Source: an optimization exercise on an open RTL-to-GDS flow (aim: small area and a short achievable clock period). Production flows keep margins and buffers that such runs may drop.
Where RTL was checked, it was by simulation tests only, not by an equivalence proof against the original.
The RTL of run 8 was laid out without a check of its function.
No driver is modelled on the clock port, so clocking that relies on it looks cheaper here than on a real chip.
Power figures rest on the tool's default switching activity, not on a simulated workload.

===== flow/flow/run.sh =====
#!/bin/bash
# The standard layout (standard.sh), with two changes:
#  - plain buffers (buf_2) instead of delay buffers on the ports;
#  - a hand-built two-level clock tree, made by flow/pre_cts.tcl before CTS.
# ORFS's own logs stay under orfs/logs; make's output goes to flow.log.
set -euo pipefail
here=$(pwd)
bash standard.sh "BUFFER_PORTS_ARGS=-buffer_cell sky130_fd_sc_hd__buf_2" \
  "PRE_CTS_TCL=$here/flow/pre_cts.tcl" finish > flow.log 2>&1

===== flow/flow/mtree.tcl =====

# balanced k-means: points are {obj x y}; returns list of cluster index per point, and centers
proc bk_means {pts k iters} {
  set n [llength $pts]
  set sorted [lsort -real -index 1 $pts]
  set cx {}; set cy {}
  for {set c 0} {$c < $k} {incr c} {
    set s [lindex $sorted [expr {int(($c + 0.5) * $n / $k)}]]
    lappend cx [lindex $s 1]; lappend cy [lindex $s 2]
  }
  set cap [expr {int(ceil(1.05 * $n / $k))}]
  for {set iter 0} {$iter < $iters} {incr iter} {
    # all (point, cluster, distance) triples, greedily assigned shortest first under capacity
    set trip {}
    for {set i 0} {$i < $n} {incr i} {
      set p [lindex $pts $i]
      for {set c 0} {$c < $k} {incr c} {
        lappend trip [list $i $c [expr {abs([lindex $p 1]-[lindex $cx $c]) + abs([lindex $p 2]-[lindex $cy $c])}]]
      }
    }
    set asg [lrepeat $n -1]
    set cnt [lrepeat $k 0]
    foreach t [lsort -real -index 2 $trip] {
      lassign $t i c d
      if {[lindex $asg $i] >= 0 || [lindex $cnt $c] >= $cap} continue
      lset asg $i $c
      lset cnt $c [expr {[lindex $cnt $c] + 1}]
    }
    set sx [lrepeat $k 0.0]; set sy [lrepeat $k 0.0]
    for {set i 0} {$i < $n} {incr i} {
      set c [lindex $asg $i]; set p [lindex $pts $i]
      lset sx $c [expr {[lindex $sx $c] + [lindex $p 1]}]
      lset sy $c [expr {[lindex $sy $c] + [lindex $p 2]}]
    }
    for {set c 0} {$c < $k} {incr c} {
      if {[lindex $cnt $c] > 0} {
        lset cx $c [expr {[lindex $sx $c] / [lindex $cnt $c]}]
        lset cy $c [expr {[lindex $sy $c] / [lindex $cnt $c]}]
      }
    }
  }
  return [list $asg $cx $cy $cnt]
}

proc mt_buffer {block master name innet x y} {
  set net [odb::dbNet_create $block ${name}_net]
  $net setSigType CLOCK
  set b [odb::dbInst_create $block $master $name]
  [$b findITerm A] connect $innet
  [$b findITerm X] connect $net
  $b setLocation [expr {int($x) - [$master getWidth]/2}] [expr {int($y)}]
  $b setPlacementStatus PLACED
  $b setSourceType TIMING
  return $net
}

proc manual_clock_tree {nleaf nmid leafcell midcell} {
  set block [ord::get_db_block]
  set clknet [$block findNet Clk]
  set sinks {}
  foreach it [$clknet getITerms] {
    set inst [$it getInst]
    lassign [$inst getLocation] x y
    set m [$inst getMaster]
    lappend sinks [list $it [expr {$x + [$m getWidth]/2}] [expr {$y + [$m getHeight]/2}]]
  }
  lassign [bk_means $sinks $nleaf 30] asg cx cy cnt
  set leafm [[ord::get_db] findMaster $leafcell]
  set leafin [lrepeat $nleaf $clknet]
  if {$nmid > 0} {
    set midm [[ord::get_db] findMaster $midcell]
    set lpts {}
    for {set c 0} {$c < $nleaf} {incr c} { lappend lpts [list $c [lindex $cx $c] [lindex $cy $c]] }
    lassign [bk_means $lpts $nmid 30] masg mx my mcnt
    set midnets {}
    for {set m 0} {$m < $nmid} {incr m} {
      lappend midnets [mt_buffer $block $midm clkbuf_mid_$m $clknet [lindex $mx $m] [lindex $my $m]]
    }
    for {set c 0} {$c < $nleaf} {incr c} { lset leafin $c [lindex $midnets [lindex $masg $c]] }
    puts "manual clock tree: mids $mcnt"
  }
  set leafnets {}
  for {set c 0} {$c < $nleaf} {incr c} {
    lappend leafnets [mt_buffer $block $leafm clkbuf_leaf_$c [lindex $leafin $c] [lindex $cx $c] [lindex $cy $c]]
  }
  for {set i 0} {$i < [llength $sinks]} {incr i} {
    set it [lindex [lindex $sinks $i] 0]
    $it disconnect
    $it connect [lindex $leafnets [lindex $asg $i]]
  }
  $clknet setSigType CLOCK
  puts "manual clock tree: [llength $sinks] sinks, $nleaf leaves, counts $cnt"
}

===== flow/flow/pre_cts.tcl =====
# Hook run by ORFS before CTS: build a shallow clock tree by hand (port -> 4 middle
# buffers -> 12 leaf buffers -> flip-flops). TritonCTS then finds the clock already
# buffered and leaves it alone.
source [file join [file dirname [info script]] mtree.tcl]
manual_clock_tree 12 4 sky130_fd_sc_hd__clkbuf_16 sky130_fd_sc_hd__clkbuf_16

===== flow/standard.sh =====
#!/bin/bash
# synth_recipe.tcl (not shown) runs the flow's synth.tcl, then flattens the netlist and writes it again
# the make line also repeats each setting of config.mk as NAME=value (left out here)
make -C /OpenROAD-flow-scripts/flow DESIGN_CONFIG=/design/flow/config.mk WORK_HOME=/design/flow/orfs CLKGATE_MAP_FILE= SYNTH_SCRIPT=/design/flow/synth_recipe.tcl "${@:-finish}"

===== flow/config.mk =====
export PLATFORM = sky130hd
export DESIGN_NAME = fifo29
export DESIGN_NICKNAME = fifo29
export VERILOG_FILES = /design/flow/design.v
export SDC_FILE = /design/flow/constraint.sdc
export NUM_CORES = 4
export LEC_CHECK = 0
export CAP_MARGIN = 20
export CORE_MARGIN = 2
export CORE_UTILIZATION = 40
export SETUP_SLACK_MARGIN = 1.5
export SLEW_MARGIN = 20
export SYNTH_HIERARCHICAL = 1
export SYNTH_MINIMUM_KEEP_SIZE = 0

===== flow/constraint.sdc =====
create_clock -name core_clock -period 3.0 [get_ports {Clk}]
set_input_delay 0.6000 -clock core_clock [delete_from_list [all_inputs] [get_ports {Clk}]]
set_output_delay 0.6000 -clock core_clock [all_outputs]
set_load 0.01 [all_outputs]

===== flow/design.v =====
module fifo29(
    input Clk,
    input [31:0] dataIn,
    input RD,
    input WR,
    input EN,
    input Rst,
    output reg [31:0] dataOut,
    output reg EMPTY,
    output reg FULL
);
reg [31:0] FIFO [7:0];
reg [7:0] rdPtr, wrPtr;
reg notEmpty, notFull;
wire act = EN && !Rst;
wire rdGo = act && RD && notEmpty;
wire wrGo = act && WR && notFull;
wire [7:0] rdPtrInc = {rdPtr[6:0], rdPtr[7]};
wire [7:0] wrPtrInc = {wrPtr[6:0], wrPtr[7]};
wire lastWord = |(rdPtrInc & wrPtr);
wire lastSlot = |(wrPtrInc & rdPtr);
wire hold = !EN;
wire clear = EN && Rst;
wire [7:0] rdStep = rdGo ? rdPtrInc : rdPtr;
wire [7:0] wrStep = wrGo ? wrPtrInc : wrPtr;
wire emptyStep = (rdGo && !wrGo) ? lastWord : (wrGo ? 1'b0 : !notEmpty);
wire fullStep = (wrGo && !rdGo) ? lastSlot : (rdGo ? 1'b0 : !notFull);
wire emptyNext = (act & emptyStep) | clear | (hold & !notEmpty);
wire fullNext = (act & fullStep) | (hold & !notFull);
always @(posedge Clk) begin
    rdPtr <= ({8{act}} & rdStep) | ({8{hold}} & rdPtr) | {7'd0, clear};
    wrPtr <= ({8{act}} & wrStep) | ({8{hold}} & wrPtr) | {7'd0, clear};
    notEmpty <= !emptyNext;
    notFull <= !fullNext;
    EMPTY <= emptyNext;
    FULL <= fullNext;
end
wire [7:0] wrSlot = {8{notFull}} & wrPtr;
wire [7:0] rdSlot = {8{notEmpty}} & rdPtr;
wire [31:0] wrEn [7:0];
wire [31:0] rdSel [7:0];
wire [31:0] rdHold;
genvar g, c;
generate
    for (c = 0; c < 4; c = c + 1) begin : gLane
        for (g = 0; g < 8; g = g + 1) begin : gWord
            fifo29_gate4 gw (.en(EN), .req(WR), .rst(Rst), .ok(wrSlot[g]), .y(wrEn[g][8*c]));
            fifo29_gate4 gr (.en(EN), .req(RD), .rst(Rst), .ok(rdSlot[g]), .y(rdSel[g][8*c]));
            assign wrEn[g][8*c+7:8*c+1] = {7{wrEn[g][8*c]}};
            assign rdSel[g][8*c+7:8*c+1] = {7{rdSel[g][8*c]}};
        end
        fifo29_nand4 gh (.en(EN), .req(RD), .rst(Rst), .ok(notEmpty), .y(rdHold[8*c]));
        assign rdHold[8*c+7:8*c+1] = {7{rdHold[8*c]}};
    end
endgenerate
integer i, b;
always @(posedge Clk) begin
    for (i = 0; i < 8; i = i + 1)
        for (b = 0; b < 32; b = b + 1)
            if (wrEn[i][b])
                FIFO[i][b] <= dataIn[b];
end
wire [31:0] rdData;
genvar k;
generate
    for (k = 0; k < 32; k = k + 1) begin : gBit
        wire n0, n1, n2;
        fifo29_aoi222 g0 (.a0(FIFO[0][k]), .s0(rdSel[0][k]), .a1(FIFO[1][k]), .s1(rdSel[1][k]), .a2(FIFO[2][k]), .s2(rdSel[2][k]), .y(n0));
        fifo29_aoi222 g1 (.a0(FIFO[3][k]), .s0(rdSel[3][k]), .a1(FIFO[4][k]), .s1(rdSel[4][k]), .a2(FIFO[5][k]), .s2(rdSel[5][k]), .y(n1));
        fifo29_aoi222 g2 (.a0(FIFO[6][k]), .s0(rdSel[6][k]), .a1(FIFO[7][k]), .s1(rdSel[7][k]), .a2(dataOut[k]), .s2(rdHold[k]), .y(n2));
        assign rdData[k] = ~(n0 & n1 & n2);
    end
endgenerate
always @(posedge Clk)
    dataOut <= rdData;
endmodule
module fifo29_aoi222(
    input a0, s0, a1, s1, a2, s2,
    output y
);
assign y = ~((a0 & s0) | (a1 & s1) | (a2 & s2));
endmodule
module fifo29_gate4(
    input en, req, rst, ok,
    output y
);
assign y = en & req & !rst & ok;
endmodule
module fifo29_nand4(
    input en, req, rst, ok,
    output y
);
assign y = !(en & req & !rst & ok);
endmodule

==> impl_metrics.ini, run 1 <==
[floorplan]
num_rows = 60
core_area_um2 = 27000
die_w_um = 170
die_h_um = 170
io_pins = 71
die_area_um2 = 28900
start_util = 0.408

[synth]
synthFlopType = edfxtp_1
synth_area_leaders = edfxtp_1 70%, dfxtp_1 9.4%, a222oi_1 8.7%
syn_area_per_cell_um2 = 19.0
yosys.cell_count.top_type = edfxtp_1
syn_nets = 617
synthCells = 580
ys_warn_count = 9
syn_area_um2 = 11000
synth-edff-count = 256
ys_seq_area_frac = 0.791
ys_async_sr_fraction = 0
synth_top_area_share = 0.697
ys_ff_latch = 308
synth_cell_types = 32
ys_top_cells_by_count = 256 x edfxtp_1, 96 x a222oi_1, 64 x and4b_1, 52 x dfxtp_1, 32 x nand3_1
yosys.area.top_type = edfxtp_1

[critical_path]
reg2reg_depth = 5
critPathCapture = dataOut[1]
worstPathArrival_ns = 1.76
path_max_fanout = 8
critPathKind = register to register
startpoint = notEmpty
end_kind = register
start_kind = register
ff2ff_setup_slack_ns = 1.38
cp.required_ns = 3.14
worstReg2RegStart = notEmpty
reg2reg_to = dataOut[1]

[clock_tree]
clock_latency_ns = 0.33
clk_pin_slew_worst_paths_ns = 0.10
ctsHoldBuffers = 0

[layout]
nets = 734
area_delta_synth_final_pct = 18.2
fillers = 2224
antenna-diode-count = 0
drive_gt1_frac = 0.308
final_cell_area_um2 = 13000

[timing]
fin_crit_sh = 0.541
drv_slew = 0
rsz0062_at_grt = yes
clock_skew_ns = 0.0399
fin_crit_ns = 1.62
setup_viol = 0
fmax_mhz = 616
tightestPinTransition_ns = 0.431
slew_headroom = 0.712
tns_ns = 0
hold_violations = 0

[grt]
grt_max_degree = 41
grt_usage = 0.180
grt_overflow_total = 0
grt_pass1_vias = 6634
antenna_found_initial = 0
grt_pass1_wl_mm = 39.9

[min_path]
hold_path.class = register to register

[place]
io_buffers = 70
routabilityCongestion = 0.847
hpwl_mm = 16.0
placed_cell_area_um2 = 11800

[routing]
firstDrtPassIters = 9
first_iter_violations = 1104
drt-vias-per-instance = 6.36
wire_per_inst_um = 26.1
wl_mm = 27.1
drc = 0
vias = 6591
ant_nets = 0

[flow_run]
maxCapViolCount = 0

[power]
irDropWorstVdd_mv = 0.296
power_mw = 8.22
power_leakage_nw = 4.28
powerDensity_nw_per_um2 = 630

[outcome]
status = timing/DRC/antenna clean
## kinds of logic after synthesis
logic type | share of synthesized area
flip-flops | 0.791
AO/OA/AOI/OAI | 0.113
AND/OR/NAND/NOR | 0.0924
buffers and inverters | 0.00306
## stage by stage
| stage | worst slack [ns] | instances | hold slack, ns | utilization |
|---|---|---|---|---|
| 2_1_floorplan | 1.57 | 580 | 0.445 | - |
| 3_3_place_gp | 0.679 | 993 | 0.455 | 0.438 |
| 3_5_place_dp | 0.560 | 993 | 0.460 | 0.438 |
| 4_1_cts | 1.11 | 1032 | 0.459 | 0.479 |
| 5_1_grt | 1.30 | 1036 | 0.509 | 0.483 |
| 6_report | 1.38 | 1036 | 0.479 | 0.483 |
## sequential cells by signal, summed over array words and instances, names as in the netlist
| register | cells |
|---|---|
| wrPtr | 8 |
| notEmpty | 1 |
| FIFO | 256 |
| dataOut | 32 |
| rdPtr | 8 |
| EMPTY | 1 |
| notFull | 1 |
| FULL | 1 |
## area by class of cell, clock buffers not listed
| type | count | area [um^2] | share of cell area |
|---|---|---|---|
| sequential | 308 | 8740 | 0.670 |
| tap | 341 | 427 | 0.0327 |
| inverter | 4 | 15.0 | 0.00115 |
| timing repair buffer | 103 | 901 | 0.0691 |
| multi-input combinational | 264 | 2560 | 0.196 |
## routing by layer
layer,GRT usage,wire length [um]
met1,0.255,11400
met2,0.296,12900
met3,0.0209,1990
met4,0.0505,752
met5,0,0
## worst min-delay path by stage
stage | from | to | slack (ns) | cells after the start
floorplan | FIFO[4][0] | dataOut[0] | 0.44 | 2
global placement | FIFO[4][14] | dataOut[14] | 0.45 | 2
detailed placement | FIFO[4][23] | dataOut[23] | 0.46 | 2
CTS | FIFO[1][1] | dataOut[1] | 0.46 | 2
global route | FIFO[4][12] | dataOut[12] | 0.51 | 2
finish | FIFO[4][30] | dataOut[30] | 0.48 | 2
## worst max-delay path, cell delays in order, from the launching register on
cell and delay [ns]:
dfxtp_4 0.40, buf_6 0.15, and2_4 0.16, and4b_4 0.26, a222oi_1 0.37, nand3_1 0.12
## per-module statistics from Yosys, one instance, submodules excluded
module	times used	area [um^2]	flops+latches	cells
fifo29	1	9400	308	416
fifo29_aoi222	96	10.0	0	1
fifo29_gate4	64	10.0	0	1
fifo29_nand4	4	8.76	0	1
## layout by cell type (no fill, tap or decap), drive strengths merged, types with 2 or more instances in the layout
cell / synthesis / routed
edfxtp: 256 / 256
buf: 3 / 99
a222oi: 96 / 96
and4b: 64 / 64
dfxtp: 52 / 52
nand3: 32 / 32
and2: 17 / 17
clkbuf: 1 / 16
a22oi: 12 / 12
a22o: 10 / 10
nor2: 5 / 5
inv: 4 / 4
o22ai: 4 / 4
nand4b: 4 / 4
bufbuf: 0 / 4
nand2: 3 / 3
and3: 2 / 2
a21oi: 2 / 2
## where the power goes
group / switching (mW) / internal, mW / total [mW]
sequential: 0.182 / 4.89 / 5.08
clock: 1.15 / 0.964 / 2.12
combinational: 0.516 / 0.508 / 1.02
## what timing repair did
item / 4_1_cts / 5_1_grt
pin swaps: 27 / 38
endpoints found under the setup margin: 308 / 289
gates resized for setup: 155 / 33
cloned: 8 / 0
buffers inserted: 15 / 4
==> inputs of run 2 (changes only) <==
--- a/flow/config.mk
+++ b/flow/config.mk
@@ -7,7 +7,7 @@
 export LEC_CHECK = 0
 export CAP_MARGIN = 20
 export CORE_MARGIN = 2
-export CORE_UTILIZATION = 40
+export CORE_UTILIZATION = 70
 export SETUP_SLACK_MARGIN = 1.5
 export SLEW_MARGIN = 20
 export SYNTH_HIERARCHICAL = 1
==> run 2 against run 1 <==
Effect of this change:
- synthesized cell count is the same
- flip-flop and latch count did not move
- wire length increased by 0.54%
- register-to-register slack worse by 0.08 ns
- critical endpoint is now dataOut[31]
- final cell count decreased by 12%
- die area fell by 42%
- setup slack worse by 0.084 ns
- via count grew 6.6%
==> impl_metrics.ini, run 2 <==
[power]
swShare = 0.225
p_int_mw = 6.37
irDropWorstVdd_mv = 0.767
seqPwrFrac = 0.616
switching_power_mw = 1.85
power_leakage_nw = 4.31
p_comb_frac = 0.130
power.share.clock = 0.254
powerDensity_nw_per_um2 = 632

[grt]
grt_usage = 0.318
grt_pass1_wl_mm = 39.5
antenna_found_initial = 0
grt_pass1_vias = 6750
grt_overflow_total = 0
grt_max_degree = 42

[synth]
syn_area_per_cell_um2 = 19.0
yosys.area.top_type = edfxtp_1
synth-simple-area-share = 0.0924
synth_fa_ha_area_frac = 0
syn_area_um2 = 11000
synth-edff-count = 256
synthFlopType = edfxtp_1
synth_compound_area_frac = 0.113
yosys.cell_count.top_type = edfxtp_1
ys_seq_area_frac = 0.791
synth_area_leaders = edfxtp_1 70%, dfxtp_1 9.4%, a222oi_1 8.7%
syn_nets = 617
ys_top_cells_by_count = 256 x edfxtp_1, 96 x a222oi_1, 64 x and4b_1, 52 x dfxtp_1, 32 x nand3_1
ys_async_sr_fraction = 0
synth_top_family_by_area = compound AO/OA/AOI/OAI gates
synth_top_area_share = 0.697
synthXorXnorAreaFrac = 0
synth_mux_area_frac = 0
synth_cell_types = 32
synthCells = 580
ys_ff_latch = 308
ys_warn_count = 9

[routing]
drt-vias-per-instance = 7.69
drc = 0
ant_nets = 0
firstDrtPassIters = 7
wire_per_inst_um = 29.8
first_iter_violations = 1309
wl_mm = 27.2
vias = 7025

[floorplan]
num_rows = 45
start_util = 0.720
die_w_um = 130
die_area_um2 = 16800
core_area_um2 = 15300
die_h_um = 130
io_pins = 71

[layout]
top_register = FIFO
mostFrequentLayoutCells = 256 x edfxtp_1, 96 x a222oi_1, 67 x buf_2
drive_gt1_frac = 0.318
multi_input_area_um2 = 2590
antenna-diode-count = 0
final_common_cell = edfxtp_1
layout.area.seq_um2 = 8740
area_delta_synth_final_pct = 17.8
largest_register_ffs = 256
top_regs = FIFO: 256 flops, dataOut: 32 flops
nets = 741
final_core_util = 0.849
fillers = 717

[timing]
whs_ns = 0.478
slew_headroom = 0.668
fin_crit_ns = 1.71
fmax_mhz = 586
tightestPinTransition_ns = 0.498
hold_violations = 0
rsz0062_at_grt = yes
setup_viol = 0
fin_crit_sh = 0.569
tns_ns = 0
clock_skew_ns = 0.0391
drv_slew = 0
setup_ws_ns = 1.29

[critical_path]
crit_chain = and2_1, and4b_1, a222oi_1, nand3_1
path_max_fanout = 8
critPathKind = register to register
cp.buffers_inverters = 0
end_kind = register
start_kind = register
critPathSlowestCell = a222oi_1
cp.required_ns = 3.18
max_stage_delay_ns = 0.43
worstPathArrival_ns = 1.88
worstReg2RegStart = notEmpty
startpoint = notEmpty
crit_family = simple AND/OR/NAND/NOR gates

[min_path]
hold_path.class = register to register
hold_path_startpoint = FIFO[4][20]

[flow_run]
maxCapViolCount = 0

[clock_tree]
ctsHoldBuffers = 0
clock_latency_ns = 0.32
clk_pin_slew_worst_paths_ns = 0.10

[place]
hpwl_mm = 14.6
io_buffers = 70
pre_cts_slack_ns = 0.497
routabilityCongestion = 0.893

[outcome]
status = timing/DRC/antenna clean
-- run 2: cell counts after synthesis --
Identical to the previous run, type by type.
-- run 2: area by class of cell, clock buffers not listed --
type	count	area share
Sequential cell	308	0.673
Multi-Input combinational cell	264	0.199
Timing Repair Buffer	110	0.0758
Tap cell	211	0.0203
Inverter	4	0.00116
-- run 2: worst min-delay path, delay by kind of cell, from the launching register on --
family	cells	cell delay (ns)
AND/OR/NAND/NOR	1	0.09
AO/OA/AOI/OAI	1	0.07
flip-flops	1	0.33
-- run 2: final timing paths --
check / to / slack (ns) / cells past startpoint
max: dataOut[31] / 1.29 / 4
min: dataOut[20] / 0.48 / 2
max reg2reg: dataOut[31] / 1.29 / 4
min reg2reg: dataOut[20] / 0.48 / 2
-- run 2: per-layer routing --
metal	track usage	share of wire
met5	0	0
met3	0.0512	0.11
met4	0.113	0.030
met2	0.517	0.49
met1	0.449	0.38
-- run 2: cells by family (layout without fill, tap and decap cells) --
family / after synthesis / count (layout)
buf+inv: 8 / 130
compound gates: 133 / 133
flops: 308 / 308
simple gates: 131 / 131
-- run 2: timing repair --
| item | in CTS | in global routing |
|---|---|---|
| setup endpoints to repair | 308 | 295 |
| cloned | 9 | 0 |
| gates resized for setup | 154 | 48 |
| buffers inserted | 19 | 8 |
| pin swaps | 55 | 23 |
-- run 2: power groups by stage --
stage                     Clock [mW]  Sequential [mW]  Combinational, mW
after floorplan                    0             5.22              0.380
after global placement             0             5.13              0.846
after detailed placement           0             5.15              0.883
after CTS                       1.67             5.16              0.997
after global routing            2.24             5.09               1.14
final                           2.09             5.06               1.07
-- run 2: per-module statistics from Yosys (local to each module, per instance) --
module	cells	flops+latches	copies in the design	cell area, um^2
fifo29_gate4	1	0	64	10.0
fifo29_nand4	1	0	4	8.76
fifo29_aoi222	1	0	96	10.0
fifo29	416	308	1	9400
-- run 2: metrics by stage --
step                cell area [um^2]  instances  power [mW]
floorplan                      11000        580        5.60
global placement               11700        861        5.98
detailed placement             11700        861        6.03
CTS                            12900        905        7.82
global route                   13000        913        8.47
finish                         13000        913        8.22
==> inputs of run 3 (changes only) <==
--- a/flow/config.mk
+++ b/flow/config.mk
@@ -7,8 +7,8 @@
 export LEC_CHECK = 0
 export CAP_MARGIN = 20
 export CORE_MARGIN = 2
-export CORE_UTILIZATION = 70
-export SETUP_SLACK_MARGIN = 1.5
+export CORE_UTILIZATION = 55
+export SETUP_SLACK_MARGIN = 1.3
 export SLEW_MARGIN = 20
 export SYNTH_HIERARCHICAL = 1
 export SYNTH_MINIMUM_KEEP_SIZE = 0
==> run 3 against run 2 <==
Effect of this change:
- still clean on timing, DRC and antenna
- synthesized cell count is the same
- first-iteration DRC count shrank 34%
- wire length down 7.2%
- cell area shrank 2.5%
- sequential share of layout area grew 1.6 points
- register-to-register slack gained 0.09 ns
- flip-flop and latch count unchanged
- global-route usage fell by 8.7 points
- die area rose by 26%
==> impl_metrics.ini, run 3 <==
[synth]
ys_seq_area_frac = 0.791
synth_cell_types = 32
synthFlopType = edfxtp_1
syn_area_per_cell_um2 = 19.0
synth_top_area_share = 0.697
synth-edff-count = 256
yosys.area.top_type = edfxtp_1
ys_warn_count = 9
yosys.cell_count.top_type = edfxtp_1
syn_area_um2 = 11000
ys_top_cells_by_count = 256 x edfxtp_1, 96 x a222oi_1, 64 x and4b_1, 52 x dfxtp_1, 32 x nand3_1
synth_area_leaders = edfxtp_1 70%, dfxtp_1 9.4%, a222oi_1 8.7%
ys_ff_latch = 308
synthCells = 580
ys_async_sr_fraction = 0
syn_nets = 617

[layout]
top_register = FIFO
mostFrequentLayoutCells = 256 x edfxtp_1, 96 x a222oi_1, 66 x buf_2
fin_cells = 945
area_delta_synth_final_pct = 14.9
fillers = 1411
antenna-diode-count = 0
final_common_cell = edfxtp_1
drive_gt1_frac = 0.256
largest_register_ffs = 256
nets = 719
top_regs = FIFO: 256 flops, dataOut: 32 flops
final_core_util = 0.647

[critical_path]
worstPathArrival_ns = 1.80
crit_chain = and2_1, and4b_4, a222oi_1, nand3_1
cp.required_ns = 3.18
critPathKind = register to register
startpoint = rdPtr[6]
max_stage_delay_ns = 0.39
start_kind = register
critPathSlowestCell = dfxtp_1
path_max_fanout = 8
reg2reg_depth = 4
end_kind = register
worstReg2RegStart = rdPtr[6]

[timing]
slew_headroom = 0.721
setup_ws_ns = 1.38
clock_skew_ns = 0.0134
tightestPinTransition_ns = 0.418
rsz0062_at_grt = yes
whs_ns = 0.471
fin_crit_sh = 0.540
fin_crit_ns = 1.62
setup_viol = 0
hold_violations = 0
tns_ns = 0
drv_slew = 0
fmax_mhz = 617

[routing]
firstDrtPassIters = 9
ant_nets = 0
drc = 0
wire_per_inst_um = 26.7
vias = 6506
wl_mm = 25.2
first_iter_violations = 859
drt-vias-per-instance = 6.88

[floorplan]
core_area_um2 = 19600
die_w_um = 146
die_h_um = 146
die_area_um2 = 21200
io_pins = 71
num_rows = 51
start_util = 0.563

[grt]
grt_max_degree = 73
grt_use_met2 = 0.378
top_usage_layer = met2
grt_pass1_vias = 6323
antenna_found_initial = 0
grt_pass1_wl_mm = 38.1
use_met3 = 0.0257
grt_usage = 0.231
met1_usage = 0.347
grt_overflow_total = 0

[flow_run]
maxCapViolCount = 0

[clock_tree]
clk_pin_slew_worst_paths_ns = 0.10
clock_latency_ns = 0.30

[power]
powerDensity_nw_per_um2 = 640
irDropWorstVdd_mv = 0.492
power_leakage_nw = 4.19

[place]
routabilityCongestion = 0.758
numPlacedInstances = 916
hpwl_mm = 15.0
pre_cts_slack_ns = 0.617
io_buffers = 70

[min_path]
hold_path.class = register to register
hold_path_startpoint = FIFO[4][29]
hold_depth = 2

[outcome]
status = timing/DRC/antenna clean
[run 3: changes by cell type in the layout (fill, tap and decap cells not counted), sizes merged]
cell    delta
buf       -25
bufbuf     +3
[run 3: kinds of logic (layout without fill, tap and decap cells)]
family / Yosys count / count (layout) / share of synthesized area
flops: 308 / 308 / 0.791
compound gates: 133 / 133 / 0.113
simple gates: 131 / 131 / 0.0924
buf+inv: 8 / 108 / 0.00306
[run 3: metrics by stage]
step / cell area, um^2 / power [mW]
3_3_place_gp: 11700 / 6.01
5_1_grt: 12700 / 8.41
6_report: 12700 / 8.11
4_1_cts: 12700 / 7.79
2_1_floorplan: 11000 / 5.60
3_5_place_dp: 11700 / 6.04
[run 3: routing by layer]
metal	part of all wire	wire length, um
met1	0.43	10900
met2	0.48	12000
met3	0.074	1880
met4	0.018	447
met5	0	0
[run 3: path summary, 6_finish.rpt]
path                       to  slack [ns]
setup reg to reg  dataOut[20]        1.38
hold / removal    dataOut[29]        0.47
hold reg to reg   dataOut[29]        0.47
setup / recovery  dataOut[20]        1.38
[run 3: final cells by class, clock buffers not listed]
class | count | area, um^2 | area share
well taps | 265 | 332 | 0.0262
flip-flops and latches | 308 | 8730 | 0.689
inverters | 4 | 15.0 | 0.00118
multi-input cells | 264 | 2450 | 0.193
repair buffers | 88 | 744 | 0.0587
[run 3: report_power, final]
group / internal (mW) / switching [mW] / total, mW
Sequential: 4.89 / 0.170 / 5.06
Combinational: 0.473 / 0.482 / 0.955
Clock: 0.964 / 1.13 / 2.09
[run 3: Yosys stat by module, one instance, submodules excluded]
module / cells inside / copies in the design / flip-flops and latches / area [um^2]
fifo29_aoi222: 1 / 96 / 0 / 10.0
fifo29_gate4: 1 / 64 / 0 / 10.0
fifo29_nand4: 1 / 4 / 0 / 8.76
fifo29: 416 / 1 / 308 / 9400
[run 3: what timing repair did]
action	in CTS	in global routing
hold buffers	0	0
cloned	7	0
gates resized for setup	124	10
setup endpoints to repair	308	130
pin swaps	26	4
buffers inserted	6	0
[run 3: worst max-delay path: cells and delay by family, from the launching register on]
| kind | cells | cell delay (ns) |
|---|---|---|
| AND/OR/NAND/NOR | 3 | 0.71 |
| flip-flops | 1 | 0.39 |
| AO/OA/AOI/OAI | 1 | 0.39 |
==> inputs of run 4 (changes only) <==
--- a/flow/config.mk
+++ b/flow/config.mk
@@ -8,7 +8,8 @@
 export CAP_MARGIN = 20
 export CORE_MARGIN = 2
 export CORE_UTILIZATION = 55
-export SETUP_SLACK_MARGIN = 1.3
+export SETUP_SLACK_MARGIN = 1.5
 export SLEW_MARGIN = 20
 export SYNTH_HIERARCHICAL = 1
 export SYNTH_MINIMUM_KEEP_SIZE = 0
+export TNS_END_PERCENT = 10
==> run 4 against run 3 <==
Effect of this change:
- still clean
- cell area is 0.66% higher
- register-to-register slack better by 0.02 ns
- total power is 0.16% higher
- critical path depth is 1 higher
- clock skew is 0.0015 ns higher
- core utilization is 0.43 points higher
- worst hold slack worse by 0.0052 ns
- setup slack better by 0.024 ns
- area after synthesis stayed put
- critical path type unchanged
- largest cell class unchanged
==> impl_metrics.ini, run 4 <==
[grt]
antenna_found_initial = 0
grt_usage = 0.231
grt_max_degree = 73
grt_pass1_wl_mm = 38.0
grt_pass1_vias = 6341
grt_overflow_total = 0

[synth]
ys_ff_latch = 308
syn_area_um2 = 11000
yosys.area.top_type = edfxtp_1
synth-edff-count = 256
synth_cell_types = 32
ys_top_cells_by_count = 256 x edfxtp_1, 96 x a222oi_1, 64 x and4b_1, 52 x dfxtp_1, 32 x nand3_1
yosys.cell_count.top_type = edfxtp_1
ys_seq_area_frac = 0.791
ys_warn_count = 9
synthCells = 580
synth_top_area_share = 0.697
ys_async_sr_fraction = 0
synth_area_leaders = edfxtp_1 70%, dfxtp_1 9.4%, a222oi_1 8.7%
synthFlopType = edfxtp_1
syn_area_per_cell_um2 = 19.0
syn_nets = 617

[timing]
fin_crit_ns = 1.60
fmax_mhz = 627
fin_crit_sh = 0.532
clock_skew_ns = 0.0148
tightestPinTransition_ns = 0.432
drv_slew = 0
tns_ns = 0
hold_violations = 0
whs_ns = 0.466
slew_headroom = 0.711
setup_viol = 0
rsz0062_at_grt = yes

[routing]
ant_nets = 0
wire_per_inst_um = 26.6
firstDrtPassIters = 10
vias = 6506
drt-vias-per-instance = 6.83
first_iter_violations = 895
wl_mm = 25.3
drc = 0

[flow_run]
maxCapViolCount = 0

[layout]
area_delta_synth_final_pct = 15.7
antenna-diode-count = 0
final_common_cell = edfxtp_1
top_register = FIFO
nets = 727
fin_cells = 953
multi_input_area_um2 = 2450
drive_gt1_frac = 0.276
fillers = 1392
final_cell_area_um2 = 12800
layout.area.seq_um2 = 8740
final_core_util = 0.651
mostFrequentLayoutCells = 256 x edfxtp_1, 96 x a222oi_1, 66 x buf_2
top_regs = FIFO: 256 flops, dataOut: 32 flops
largest_register_ffs = 256

[floorplan]
num_rows = 51
core_area_um2 = 19600
die_w_um = 146
die_h_um = 146
start_util = 0.563
die_area_um2 = 21200
io_pins = 71

[critical_path]
path_max_fanout = 6
worstPathArrival_ns = 1.78
critPathSlowestCell = dfxtp_2
critPathKind = register to register
crit_chain = and2_2, and4b_4, buf_4, a222oi_1, nand3_1
crit_family = simple AND/OR/NAND/NOR gates
max_stage_delay_ns = 0.37
start_kind = register
end_kind = register
cp.buffers_inverters = 1
cp.required_ns = 3.18

[power]
powerDensity_nw_per_um2 = 637
power_leakage_nw = 4.25
irDropWorstVdd_mv = 0.489

[outcome]
status = timing/DRC/antenna clean

[place]
hpwl_mm = 15.0
placed_cell_area_um2 = 11700
io_buffers = 70
routabilityCongestion = 0.758
numPlacedInstances = 916

[clock_tree]
clock_latency_ns = 0.30
clk_pin_slew_worst_paths_ns = 0.10

[min_path]
hold_path.class = register to register
==> run 4: cell counts after synthesis <==
No cell type changed its count.
==> run 4: Yosys stat by module (local to each module, per instance) <==
module | flops+latches | times used | cell area (um^2) | cells
fifo29_nand4 | 0 | 4 | 8.76 | 1
fifo29_gate4 | 0 | 64 | 10.0 | 1
fifo29 | 308 | 1 | 9400 | 416
fifo29_aoi222 | 0 | 96 | 10.0 | 1
==> run 4: where the power goes <==
group          internal (mW)  total (mW)  switching [mW]  leakage [nW]
logic                  0.489       0.979           0.489          1.31
registers               4.89        5.06           0.165          2.74
clock network          0.963        2.09            1.12         0.197
total                   6.35        8.12            1.78          4.25
==> run 4: what timing repair did <==
| item | in CTS | in global routing |
|---|---|---|
| resized for setup | 112 | 30 |
| pin swaps | 26 | 11 |
| endpoints found under the setup margin | 308 | 294 |
| buffers inserted | 6 | 8 |
| hold buffers | 0 | 0 |
| cloned | 7 | 0 |
==> run 4: metrics by stage <==
stage                     setup WS, ns  power (mW)
final                             1.40        8.12
after global routing              1.35        8.43
after CTS                         1.19        7.79
after detailed placement         0.617        6.04
after global placement           0.636        6.01
after floorplan                   1.57        5.60
==> run 4: area by class of cell, clock buffers not listed <==
class                   instances  share of cell area
inverters                       4             0.00118
multi-input cells             264               0.192
well taps                     265              0.0260
flip-flops and latches        308               0.685
repair buffers                 96              0.0647
==> run 4: logic make-up after synthesis <==
family	synth area share
compound gates	0.113
flops	0.791
simple gates	0.0924
buf+inv	0.00306
==> run 4: worst paths after layout <==
check / from / to / slack [ns] / cells after the start
hold reg to reg: FIFO[4][29] / dataOut[29] / 0.47 / 2
setup / recovery: rdPtr[6] / dataOut[1] / 1.40 / 5
setup reg to reg: rdPtr[6] / dataOut[1] / 1.40 / 5
hold / removal: FIFO[4][29] / dataOut[29] / 0.47 / 2
==> run 4: worst reg2reg max path, stage by stage (launching register included) <==
cell	delay (ns)
dfxtp_2	0.37
and2_2	0.26
and4b_4	0.24
buf_4	0.14
a222oi_1	0.34
nand3_1	0.12
==> run 4: routing by layer <==
layer / vias up / share of wire / routed length, um / global-route usage
met4: 0 / 0.022 / 553 / 0.0412
met5: - / 0 / 0 / 0
li1: 2867 / - / - / -
met2: 285 / 0.47 / 12000 / 0.378
met1: 3306 / 0.42 / 10700 / 0.342
met3: 48 / 0.086 / 2170 / 0.0282
==> inputs of run 5 (changes only) <==
--- a/flow/config.mk
+++ b/flow/config.mk
@@ -8,8 +8,8 @@
 export CAP_MARGIN = 20
 export CORE_MARGIN = 2
 export CORE_UTILIZATION = 55
+export GPL_TIMING_DRIVEN = 0
 export SETUP_SLACK_MARGIN = 1.5
 export SLEW_MARGIN = 20
 export SYNTH_HIERARCHICAL = 1
 export SYNTH_MINIMUM_KEEP_SIZE = 0
-export TNS_END_PERCENT = 10
==> run 5 against run 4 <==
Effect of this change:
- first-iteration DRC count up 1.5%
- clock power about the same
- flip-flop and latch count unchanged
- register-to-register slack worse by 0.09 ns
- via count up 3.7%
- sequential power about the same
- fmax down 5.2%
- clock skew up 0.025 ns
- largest power group unchanged
==> impl_metrics.ini, run 5 <==
[outcome]
status = timing/DRC/antenna clean

[flow_run]
maxCapViolCount = 0

[place]
hpwl_mm = 14.8
io_buffers = 70
placed_cell_area_um2 = 11700
routabilityCongestion = 0.845

[synth]
synth_top_area_share = 0.697
syn_area_per_cell_um2 = 19.0
synthCells = 580
ys_top_cells_by_count = 256 x edfxtp_1, 96 x a222oi_1, 64 x and4b_1, 52 x dfxtp_1, 32 x nand3_1
ys_warn_count = 9
synth_cell_types = 32
ys_seq_area_frac = 0.791
synth_area_leaders = edfxtp_1 70%, dfxtp_1 9.4%, a222oi_1 8.7%
synthFlopType = edfxtp_1
ys_ff_latch = 308
ys_async_sr_fraction = 0
yosys.cell_count.top_type = edfxtp_1
syn_area_um2 = 11000
synth-edff-count = 256
syn_nets = 617
yosys.area.top_type = edfxtp_1

[clock_tree]
clk_pin_slew_worst_paths_ns = 0.10
ctsHoldBuffers = 0
clock_latency_ns = 0.32

[layout]
area_delta_synth_final_pct = 17.8
layout.area.seq_um2 = 8740
largest_register_ffs = 256
top_register = FIFO
final_cell_area_um2 = 13000
top_regs = FIFO: 256 flops, dataOut: 32 flops
multi_input_area_um2 = 2550
drive_gt1_frac = 0.300
final_common_cell = edfxtp_1
antenna-diode-count = 0
nets = 735
fillers = 1351
mostFrequentLayoutCells = 256 x edfxtp_1, 96 x a222oi_1, 68 x buf_2

[critical_path]
crit_chain = buf_6, and2_2, and4b_2, buf_12, a222oi_1, nand3_1
critPathSlowestCell = dfxtp_4
max_stage_delay_ns = 0.38
cp.required_ns = 3.19
start_kind = register
worstPathArrival_ns = 1.87
end_kind = register
critPathKind = register to register
path_max_fanout = 6

[timing]
fin_crit_ns = 1.68
clock_skew_ns = 0.0398
fmax_mhz = 594
drv_slew = 0
rsz0062_at_grt = yes
fin_crit_sh = 0.561
hold_violations = 0
setup_viol = 0
slew_headroom = 0.733
tightestPinTransition_ns = 0.400
tns_ns = 0

[power]
power_leakage_nw = 4.29
switching_power_mw = 1.81
p_comb_frac = 0.125
irDropWorstVdd_mv = 0.500
swShare = 0.221
power_mw = 8.18
p_int_mw = 6.37
power.share.clock = 0.257
powerDensity_nw_per_um2 = 629
seqPwrFrac = 0.618

[routing]
vias = 6747
first_iter_violations = 908
wl_mm = 26.5
wire_per_inst_um = 27.6
firstDrtPassIters = 8
drt-vias-per-instance = 7.02
ant_nets = 0
drc = 0

[floorplan]
io_pins = 71
core_area_um2 = 19600
num_rows = 51
die_area_um2 = 21200
die_w_um = 146
die_h_um = 146
start_util = 0.563

[grt]
grt_pass1_wl_mm = 39.1
grt_max_degree = 38
grt_overflow_total = 0
grt_pass1_vias = 6556
grt_usage = 0.240
antenna_found_initial = 0

[min_path]
hold_path.class = register to register
[run 5: cell counts after synthesis]
No cell type changed its count.
[run 5: critical path: cells and delay by family, from the launching register on]
family / cells / cell delay, ns
buffers and inverters: 2 / 0.27
DFF: 1 / 0.38
AOI/OAI and AO/OA: 1 / 0.21
and+or+nand+nor: 3 / 0.68
[run 5: area by class of cell, clock buffers not listed]
| cell class | instances | share of cell area |
|---|---|---|
| flip-flops and latches | 308 | 0.672 |
| multi-input cells | 264 | 0.196 |
| repair buffers | 100 | 0.0716 |
| well taps | 265 | 0.0255 |
| plain buffers | 4 | 0.00270 |
| inverters | 4 | 0.00116 |
[run 5: final timing paths]
kind / from / endpoint / slack, ns / cells after the start
hold reg to reg: FIFO[4][0] / dataOut[0] / 0.45 / 2
setup reg to reg: notEmpty / dataOut[4] / 1.32 / 6
hold / removal: FIFO[4][0] / dataOut[0] / 0.45 / 2
setup / recovery: notEmpty / dataOut[4] / 1.32 / 6
[run 5: metal layers]
layer	up-vias	global-route usage	routed length, um
met3	53	0.0323	2450
met5	-	0	0
met4	0	0.0716	682
met1	3453	0.343	10500
li1	2882	-	-
met2	359	0.392	12900
[run 5: repair_timing]
item,4_1_cts,5_1_grt
endpoints found under the hold margin,0,0
setup endpoints to repair,308,289
pin swaps,29,34
cloned,10,1
buffers inserted,12,7
gates resized for setup,150,42
[run 5: metrics by stage]
| stage | worst slack (ns) | util | hold slack, ns | std cells |
|---|---|---|---|---|
| final | 1.32 | 0.663 | 0.450 | 961 |
| after global routing | 1.29 | 0.663 | 0.463 | 961 |
| after CTS | 1.19 | 0.655 | 0.457 | 953 |
| after detailed placement | 0.217 | 0.598 | 0.461 | 915 |
| after global placement | 0.286 | 0.598 | 0.451 | 915 |
| after floorplan | 1.57 | - | 0.445 | 580 |
[run 5: cells by family (layout without fill, tap and decap cells)]
group	Yosys count	in the layout	share of synthesized area
flops	308	308	0.791
simple gates	131	131	0.0924
compound gates	133	133	0.113
buf+inv	8	124	0.00306
[run 5: power by group through the flow]
stage,registers [mW],clock network (mW),logic [mW]
floorplan,5.22,0,0.380
CTS,5.14,1.67,0.990
global placement,5.13,0,0.872
finish,5.05,2.11,1.02
detailed placement,5.14,0,0.893
global route,5.08,2.28,1.09
[run 5: Yosys stat by module (local to each module, per instance)]
module,times used,flip-flops and latches
fifo29_aoi222,96,0
fifo29,1,308
fifo29_gate4,64,0
fifo29_nand4,4,0
==> inputs of run 6 (changes only) <==
--- a/flow/config.mk
+++ b/flow/config.mk
@@ -8,8 +8,7 @@
 export CAP_MARGIN = 20
 export CORE_MARGIN = 2
 export CORE_UTILIZATION = 55
-export GPL_TIMING_DRIVEN = 0
-export SETUP_SLACK_MARGIN = 1.5
+export SETUP_SLACK_MARGIN = 1.7
 export SLEW_MARGIN = 20
 export SYNTH_HIERARCHICAL = 1
 export SYNTH_MINIMUM_KEEP_SIZE = 0
==> run 6 against run 5 <==
Effect of this change:
- global-route usage is 0.97 points higher
- register-to-register slack better by 0.19 ns
- via count is 2.5% higher
- combinational power increased by 37%
- synthesized cell count unchanged
- fmax increased by 13%
- die area unchanged
- total power increased by 5.9%
- core utilization increased by 4.2 points
- flip-flop and latch count stayed put
- critical endpoint is now dataOut[10]
- largest power group unchanged
==> impl_metrics.ini, run 6 <==
[layout]
multi_input_area_um2 = 2660
drive_gt1_frac = 0.411
layout.area.seq_um2 = 8800
fillers = 1249
largest_register_ffs = 256
antenna-diode-count = 0
top_regs = FIFO: 256 flops, dataOut: 32 flops
nets = 764
final_common_cell = edfxtp_1
fin_cells = 990
mostFrequentLayoutCells = 256 x edfxtp_1, 96 x a222oi_1, 64 x and4b_4
area_delta_synth_final_pct = 25.2
top_register = FIFO

[routing]
firstDrtPassIters = 9
first_iter_violations = 984
wire_per_inst_um = 27.9
wl_mm = 27.6
drc = 0
ant_nets = 0
drt-vias-per-instance = 6.98
vias = 6914

[synth]
synth_top_area_share = 0.697
syn_area_per_cell_um2 = 19.0
synth-edff-count = 256
ys_seq_area_frac = 0.791
ys_async_sr_fraction = 0
ys_warn_count = 9
syn_area_um2 = 11000
ys_top_cells_by_count = 256 x edfxtp_1, 96 x a222oi_1, 64 x and4b_1, 52 x dfxtp_1, 32 x nand3_1
synthCells = 580
synth_area_leaders = edfxtp_1 70%, dfxtp_1 9.4%, a222oi_1 8.7%
ys_ff_latch = 308
syn_nets = 617
yosys.cell_count.top_type = edfxtp_1
synthFlopType = edfxtp_1
synth_cell_types = 32
yosys.area.top_type = edfxtp_1

[grt]
grt_pass1_vias = 6903
antenna_found_initial = 0
grt_max_degree = 28
grt_overflow_total = 0
grt_pass1_wl_mm = 40.8
grt_usage = 0.250

[timing]
tightestPinTransition_ns = 0.372
setup_ws_ns = 1.51
clock_skew_ns = 0.0381
setup_viol = 0
fin_crit_sh = 0.497
fin_crit_ns = 1.49
fmax_mhz = 671
hold_violations = 0
slew_headroom = 0.752
drv_slew = 0
tns_ns = 0
rsz0062_at_grt = yes

[floorplan]
num_rows = 51
io_pins = 71
die_w_um = 146
die_area_um2 = 21200
die_h_um = 146
start_util = 0.563
core_area_um2 = 19600

[power]
p_int_mw = 6.75
power.share.clock = 0.244
p_comb_frac = 0.162
seqPwrFrac = 0.594
switching_power_mw = 1.91
swShare = 0.220
power_leakage_nw = 4.60
irDropWorstVdd_mv = 0.559
powerDensity_nw_per_um2 = 627

[place]
io_buffers = 70
numPlacedInstances = 915
pre_cts_slack_ns = 0.612
routabilityCongestion = 0.777
hpwl_mm = 15.0

[clock_tree]
clock_latency_ns = 0.32
ctsHoldBuffers = 0
clk_pin_slew_worst_paths_ns = 0.11

[outcome]
status = timing/DRC/antenna clean

[critical_path]
critPathKind = input port to register
path_max_fanout = 8
worstPathArrival_ns = 1.68
cp.required_ns = 3.19
end_kind = register
start_kind = input port

[min_path]
hold_path.class = register to register

[flow_run]
maxCapViolCount = 0
==> run 6: path summary, 6_finish.rpt <==
check	startpoint	end	slack [ns]	cells after the start
worst max register to register	notEmpty	dataOut[10]	1.51	4
worst min register to register	FIFO[4][3]	dataOut[3]	0.47	2
worst max-delay path	RD	dataOut[10]	1.51	5
worst min-delay path	FIFO[4][3]	dataOut[3]	0.47	2
==> run 6: area by class of cell, clock buffers not listed <==
cell class / count / area share
multi-input combinational: 264 / 0.192
timing repair buffer: 133 / 0.117
inverter: 4 / 0.00109
tap: 265 / 0.0240
sequential: 308 / 0.637
==> run 6: kinds of logic after synthesis <==
family                 after synthesis  share of synthesized area
buffers and inverters                8                    0.00306
AND/OR/NAND/NOR                    131                     0.0924
AO/OA/AOI/OAI                      133                      0.113
flip-flops                         308                      0.791
==> run 6: stage by stage <==
step                total power [mW]  utilization  hold WS, ns  instance area, um^2
floorplan                       5.60            -        0.445                11100
detailed placement              6.03        0.601        0.458                11800
CTS                             7.87        0.674        0.457                13200
global route                    8.96        0.705        0.491                13800
global placement                6.00        0.601        0.449                11800
finish                          8.66        0.705        0.469                13800
==> run 6: per-module statistics from Yosys, one instance, submodules excluded <==
module / cell area (um^2) / flops+latches
fifo29_aoi222: 10.0 / 0
fifo29_gate4: 10.0 / 0
fifo29: 9400 / 308
fifo29_nand4: 8.76 / 0
==> run 6: power groups by stage <==
stage,Sequential (mW),Combinational (mW),Clock [mW]
floorplan,5.22,0.382,0
global placement,5.14,0.861,0
detailed placement,5.15,0.888,0
CTS,5.15,1.05,1.67
global route,5.17,1.49,2.29
finish,5.14,1.40,2.11
==> run 6: repair_timing <==
action / CTS / global route
setup endpoints to repair: 308 / 333
buffers inserted: 18 / 21
pin swaps: 51 / 45
cloned: 18 / 2
resized for setup: 139 / 148
==> run 6: layer usage <==
metal,routed length (um),up-vias,track usage
met4,719,0,0.0515
met5,0,-,0
met2,13400,396,0.419
li1,-,2954,-
met1,10900,3494,0.352
met3,2570,70,0.0408
==> run 6: critical path, stage by stage <==
cell and delay, ns:
buf_16 0.12, buf_8 0.14, and4b_4 0.26, a222oi_1 0.42, nand3_1 0.13
==> inputs of run 7 (changes only) <==
--- a/flow/config.mk
+++ b/flow/config.mk
@@ -8,7 +8,7 @@
 export CAP_MARGIN = 20
 export CORE_MARGIN = 2
 export CORE_UTILIZATION = 55
-export SETUP_SLACK_MARGIN = 1.7
+export SETUP_SLACK_MARGIN = 1.5
 export SLEW_MARGIN = 20
 export SYNTH_HIERARCHICAL = 1
 export SYNTH_MINIMUM_KEEP_SIZE = 0
==> run 7 against run 6 <==
Effect of this change:
- first-iteration DRC count down 1.0%
- combinational power down 27%
- sequential power down 2%
- area after synthesis unchanged
- flip-flop and latch count unchanged
- fmax down 6.8%
- wire length down 5.7%
- worst hold slack better by 0.0034 ns
- largest cell class unchanged
- still clean
==> impl_metrics.ini, run 7 <==
[timing]
clock_skew_ns = 0.0174
drv_slew = 0
fin_crit_ns = 1.60
tightestPinTransition_ns = 0.360
fin_crit_sh = 0.533
rsz0062_at_grt = yes
hold_violations = 0
slew_headroom = 0.760
fmax_mhz = 625
setup_viol = 0
whs_ns = 0.473
tns_ns = 0

[critical_path]
start_kind = register
cp.required_ns = 3.19
max_stage_delay_ns = 0.37
cp.buffers_inverters = 1
worstPathArrival_ns = 1.79
end_kind = register
crit_chain = and2_2, and4b_4, buf_4, a222oi_1, nand3_1
reg2reg_depth = 5
critPathSlowestCell = dfxtp_2
crit_family = simple AND/OR/NAND/NOR gates
cp.depth = 5
critPathKind = register to register
path_max_fanout = 6

[grt]
grt_pass1_vias = 6500
grt_usage = 0.237
grt_pass1_wl_mm = 39.0
grt_max_degree = 37
antenna_found_initial = 0
grt_overflow_total = 0

[synth]
synthFlopType = edfxtp_1
synth_top_area_share = 0.697
synth_area_leaders = edfxtp_1 70%, dfxtp_1 9.4%, a222oi_1 8.7%
syn_area_um2 = 11000
ys_warn_count = 9
synthCells = 580
synth-edff-count = 256
ys_ff_latch = 308
ys_top_cells_by_count = 256 x edfxtp_1, 96 x a222oi_1, 64 x and4b_1, 52 x dfxtp_1, 32 x nand3_1
ys_seq_area_frac = 0.791
yosys.area.top_type = edfxtp_1
syn_area_per_cell_um2 = 19.0
synth_cell_types = 32
yosys.cell_count.top_type = edfxtp_1
ys_async_sr_fraction = 0
syn_nets = 617

[routing]
drt-vias-per-instance = 6.91
ant_nets = 0
firstDrtPassIters = 7
drc = 0
vias = 6626
first_iter_violations = 974
wire_per_inst_um = 27.2
wl_mm = 26.1

[place]
routabilityCongestion = 0.758
placed_cell_area_um2 = 11700
numPlacedInstances = 916
hpwl_mm = 15.0
io_buffers = 70

[floorplan]
die_h_um = 146
core_area_um2 = 19600
io_pins = 71
start_util = 0.563
die_w_um = 146
die_area_um2 = 21200
num_rows = 51

[layout]
fin_cells = 959
antenna-diode-count = 0
nets = 733
final_common_cell = edfxtp_1
top_register = FIFO
top_regs = FIFO: 256 flops, dataOut: 32 flops
largest_register_ffs = 256
area_delta_synth_final_pct = 17.9
final_cell_area_um2 = 13000
mostFrequentLayoutCells = 256 x edfxtp_1, 96 x a222oi_1, 66 x buf_2
fillers = 1369
drive_gt1_frac = 0.304

[power]
irDropWorstVdd_mv = 0.488
powerDensity_nw_per_um2 = 629
power_leakage_nw = 4.29
power_mw = 8.18

[outcome]
status = timing/DRC/antenna clean

[clock_tree]
ctsHoldBuffers = 0
clock_latency_ns = 0.31
clk_pin_slew_worst_paths_ns = 0.10

[flow_run]
maxCapViolCount = 0

[min_path]
hold_path.class = register to register
hold_depth = 2
## run 7: cell counts after synthesis
No cell type changed its count.
## run 7: worst paths after layout
path | from | slack, ns | to
worst max-delay path | rdPtr[6] | 1.40 | dataOut[1]
worst min-delay path | FIFO[4][29] | 0.47 | dataOut[29]
worst max register to register | rdPtr[6] | 1.40 | dataOut[1]
worst min register to register | FIFO[4][29] | 0.47 | dataOut[29]
## run 7: Yosys stat by module, one instance, submodules excluded
| module | area, um^2 | times used | cells |
|---|---|---|---|
| fifo29 | 9400 | 1 | 416 |
| fifo29_aoi222 | 10.0 | 96 | 1 |
| fifo29_gate4 | 10.0 | 64 | 1 |
| fifo29_nand4 | 8.76 | 4 | 1 |
## run 7: what timing repair did
item                       4_1_cts  5_1_grt
pin swaps                       31       20
buffers inserted                10        7
setup endpoints to repair      308      196
resized for setup              145       50
cloned                          10        0
## run 7: power breakdown
group | switching (mW) | internal, mW
clock network | 1.13 | 0.964
logic | 0.507 | 0.515
registers | 0.167 | 4.89
## run 7: stage by stage
step / worst slack [ns] / utilization
2_1_floorplan: 1.57 / -
3_3_place_gp: 0.636 / 0.599
3_5_place_dp: 0.617 / 0.599
4_1_cts: 1.19 / 0.656
5_1_grt: 1.34 / 0.664
6_report: 1.40 / 0.664
## run 7: worst min-delay path: cells and delay by family, from the launching register on
kind            cells  cell delay [ns]
simple gates        1             0.06
compound gates      1             0.06
flops               1             0.33
## run 7: final cells by class, clock buffers not listed
class,instances,area (um^2),share of cell area
Multi-Input combinational cell,264,2560,0.197
Timing Repair Buffer,102,961,0.0739
Inverter,4,15.0,0.00115
Tap cell,265,332,0.0255
Sequential cell,308,8740,0.672
## run 7: kinds of logic after synthesis
logic type,synth area share
AOI/OAI and AO/OA,0.113
and+or+nand+nor,0.0924
buffers and inverters,0.00306
DFF,0.791
## run 7: layer usage
metal / routed length, um / GRT usage
met5: 0 / 0
met4: 613 / 0.0451
met3: 2280 / 0.0254
met2: 12300 / 0.390
met1: 10900 / 0.351
==> inputs of run 8 (changes only) <==
--- a/flow/design.v
+++ b/flow/design.v
@@ -12,6 +12,7 @@
 reg [31:0] FIFO [7:0];
 reg [7:0] rdPtr, wrPtr;
 reg notEmpty, notFull;
+reg [7:0] rdOk;
 wire act = EN && !Rst;
 wire rdGo = act && RD && notEmpty;
 wire wrGo = act && WR && notFull;
@@ -27,8 +28,10 @@
 wire fullStep = (wrGo && !rdGo) ? lastSlot : (rdGo ? 1'b0 : !notFull);
 wire emptyNext = (act & emptyStep) | clear | (hold & !notEmpty);
 wire fullNext = (act & fullStep) | (hold & !notFull);
+wire [7:0] rdPtrNext = ({8{act}} & rdStep) | ({8{hold}} & rdPtr) | {7'd0, clear};
 always @(posedge Clk) begin
-    rdPtr <= ({8{act}} & rdStep) | ({8{hold}} & rdPtr) | {7'd0, clear};
+    rdPtr <= rdPtrNext;
+    rdOk <= rdPtrNext & {8{!emptyNext}};
     wrPtr <= ({8{act}} & wrStep) | ({8{hold}} & wrPtr) | {7'd0, clear};
     notEmpty <= !emptyNext;
     notFull <= !fullNext;
@@ -36,7 +39,7 @@
     FULL <= fullNext;
 end
 wire [7:0] wrSlot = {8{notFull}} & wrPtr;
-wire [7:0] rdSlot = {8{notEmpty}} & rdPtr;
+wire [7:0] rdSlot = rdOk;
 wire [31:0] wrEn [7:0];
 wire [31:0] rdSel [7:0];
 wire [31:0] rdHold;
--- a/flow/config.mk
+++ b/flow/config.mk
@@ -12,3 +12,4 @@
 export SLEW_MARGIN = 20
 export SYNTH_HIERARCHICAL = 1
 export SYNTH_MINIMUM_KEEP_SIZE = 0
+export TNS_END_PERCENT = 10
==> run 8 against run 7 <==
Effect of this change:
- still clean on timing, DRC and antenna
- sequential power is 3% higher
- global-route usage rose by 0.74 points
- worst hold slack better by 0.0076 ns
- wire length is 3.7% higher
- flip-flop and latch count grew 8
- setup slack improved by 0.061 ns
- combinational power barely moved
- core utilization decreased by 1.3 points
- final cell count rose by 1.4%
- largest cell class unchanged
- highest routed layer unchanged
==> impl_metrics.ini, run 8 <==
[clock_tree]
clock_latency_ns = 0.32
ctsHoldBuffers = 0
clk_pin_slew_worst_paths_ns = 0.09

[layout]
fin_cells = 972
drive_gt1_frac = 0.283
antenna-diode-count = 0
fillers = 1403
top_regs = FIFO: 256 flops, dataOut: 32 flops
top_register = FIFO
final_common_cell = edfxtp_1
mostFrequentLayoutCells = 256 x edfxtp_1, 96 x a222oi_1, 66 x buf_2
area_delta_synth_final_pct = 16.3
final_cell_area_um2 = 13200
final_core_util = 0.651
largest_register_ffs = 256
nets = 741

[critical_path]
critPathKind = register to register
cp.required_ns = 2.99
ff2ff_setup_slack_ns = 1.46
worstReg2RegStart = wrPtr[2]
end_kind = register
reg2reg_depth = 2
reg2reg_to = FIFO[2][13]
critPathSlowestCell = dfxtp_1
crit_chain = and2_1, and4b_2
max_stage_delay_ns = 0.45
start_kind = register
worstPathArrival_ns = 1.53
path_max_fanout = 8

[power]
power_leakage_nw = 4.32
irDropWorstVdd_mv = 0.529
powerDensity_nw_per_um2 = 634
power_mw = 8.35

[routing]
wire_per_inst_um = 27.8
ant_nets = 0
drt-vias-per-instance = 6.90
vias = 6702
drc = 0
first_iter_violations = 1111
firstDrtPassIters = 6
wl_mm = 27.1

[outcome]
status = timing/DRC/antenna clean

[synth]
ys_async_sr_fraction = 0
yosys.cell_count.top_type = edfxtp_1
ys_seq_area_frac = 0.785
synth_mux_area_frac = 0
synth-simple-area-share = 0.0889
ys_warn_count = 9
synth_top_family_by_area = compound AO/OA/AOI/OAI gates
synthCells = 596
syn_area_um2 = 11300
yosys.area.top_type = edfxtp_1
ys_ff_latch = 316
synthFlopType = edfxtp_1
ys_top_cells_by_count = 256 x edfxtp_1, 96 x a222oi_1, 64 x and4b_1, 60 x dfxtp_1, 33 x nand3_1
syn_area_per_cell_um2 = 19.0
synth_top_area_share = 0.679
syn_nets = 633
synthXorXnorAreaFrac = 0
synth_area_leaders = edfxtp_1 68%, dfxtp_1 11%, a222oi_1 8.5%
synth_cell_types = 31
synth_fa_ha_area_frac = 0
synth_compound_area_frac = 0.122
synth-edff-count = 256

[timing]
tns_ns = 0
rsz0062_at_grt = yes
fmax_mhz = 650
setup_viol = 0
setup_ws_ns = 1.46
fin_crit_ns = 1.54
clock_skew_ns = 0.0206
fin_crit_sh = 0.513
drv_slew = 0
slew_headroom = 0.591
hold_violations = 0
whs_ns = 0.480
tightestPinTransition_ns = 0.614

[place]
hpwl_mm = 15.5
pre_cts_slack_ns = 0.534
placed_cell_area_um2 = 12000
numPlacedInstances = 937
routabilityCongestion = 0.840
io_buffers = 70

[min_path]
hold_path_startpoint = FIFO[4][4]
hold_path.class = register to register
hold_depth = 2
worstHoldEndpoint = dataOut[4]

[floorplan]
die_h_um = 148
die_w_um = 148
core_area_um2 = 20200
num_rows = 52
io_pins = 71
die_area_um2 = 21800
start_util = 0.560

[flow_run]
maxCapViolCount = 0

[grt]
grt_overflow_total = 0
grt_max_degree = 37
grt_pass1_vias = 6690
grt_usage = 0.244
antenna_found_initial = 0
grt_pass1_wl_mm = 40.2
-- run 8: cell types whose count changed after synthesis, sizes merged, moves of 4 or more --
| cell | delta |
|---|---|
| a22o | -5 |
| o2bb2ai | +9 |
| a22oi | +5 |
| a21boi | +8 |
| and2 | -7 |
| dfxtp | +8 |
| nand2 | +4 |
-- run 8: critical path, delay by kind of cell (launching register included) --
family           cells  cell delay, ns
and+or+nand+nor      2            0.77
DFF                  1            0.45
-- run 8: report_power, final --
part	switching, mW	total, mW	internal, mW
logic	0.512	1.02	0.509
clock network	1.16	2.12	0.964
registers	0.196	5.21	5.01
total	1.86	8.35	6.49
-- run 8: logic make-up after synthesis --
| logic type | Yosys count |
|---|---|
| AOI/OAI and AO/OA | 144 |
| and+or+nand+nor | 127 |
| DFF | 316 |
| buffers and inverters | 9 |
-- run 8: cell type report, clock buffers not listed --
type                            instances  area, um^2  share of cell area
Tap cell                              270         338              0.0256
Inverter                                4        15.0             0.00114
Timing Repair Buffer                   94         881              0.0669
Sequential cell                       316        8890               0.675
Multi-Input combinational cell        272        2640               0.201
-- run 8: timing repair --
action / 4_1_cts / 5_1_grt
gates cloned: 12 / 0
gates resized for setup: 131 / 26
setup endpoints to repair: 316 / 301
pin swaps: 30 / 4
buffers inserted: 7 / 0
-- run 8: worst max path at each step --
stage | from | cells after the start | endpoint
CTS | Rst | 6 | EMPTY
global route | wrPtr[2] | 2 | FIFO[2][13]
detailed placement | Rst | 4 | dataOut[26]
floorplan | EN | 6 | rdOk[2]
global placement | Rst | 4 | dataOut[26]
finish | wrPtr[2] | 2 | FIFO[2][13]
-- run 8: per-module statistics from Yosys (local to each module, per instance) --
module / cells / cell area (um^2) / flip-flops and latches
fifo29_nand4: 1 / 8.76 / 0
fifo29_gate4: 1 / 10.0 / 0
fifo29: 432 / 9690 / 316
fifo29_aoi222: 1 / 10.0 / 0
-- run 8: routing by layer --
metal  part of all wire  vias to the layer above  GRT usage
met2               0.47                      323      0.394
li1                   -                     2930          -
met3              0.089                       44     0.0377
met1               0.42                     3405      0.358
met4              0.025                        0     0.0548
met5                  0                        -          0

## what the ideal ports hide
Ports are ideal in the flow. The routed layouts listed here were re-timed in OpenROAD. Step 1 sets driving cells, clkbuf_16 on the clock port and buf_2 on the other inputs (assumed; they add their load-dependent delay and slew). Step 2 also shifts input and output timing later by t, the mid clock arrival at the registers, as if the neighbouring blocks saw the same clock. a / b / c = ideal / step 1 / step 2; a / b = the first two.
run	t (ns)	setup WS [ns]	hold slack, ns	pins driven straight from the clock port
run 1	0.400	1.376 / 1.170 / 0.769	0.479 / 0.457 / 0.480	4
run 2	0.408	1.292 / 1.219 / 0.811	0.478 / 0.464 / 0.478	4
run 3	0.395	1.380 / 1.380 / 1.057	0.471 / 0.471 / 0.471	4
run 4	0.394	1.404 / 1.404 / 1.048	0.466 / 0.466 / 0.466	4
run 5	0.398	1.316 / 1.296 / 0.897	0.450 / 0.450 / 0.450	4
run 6	0.404	1.509 / 1.254 / 0.850	0.469 / 0.469 / 0.469	4
run 7	0.399	1.400 / 1.378 / 0.978	0.473 / 0.473 / 0.473	4
run 8	0.408	1.460 / 1.296 / 0.888	0.480 / 0.466 / 0.480	4
After both steps setup and hold are still met in every run listed. The setup slack of run 6, which loses most, moves by -0.255 ns with the drivers and by -0.659 ns with both steps.
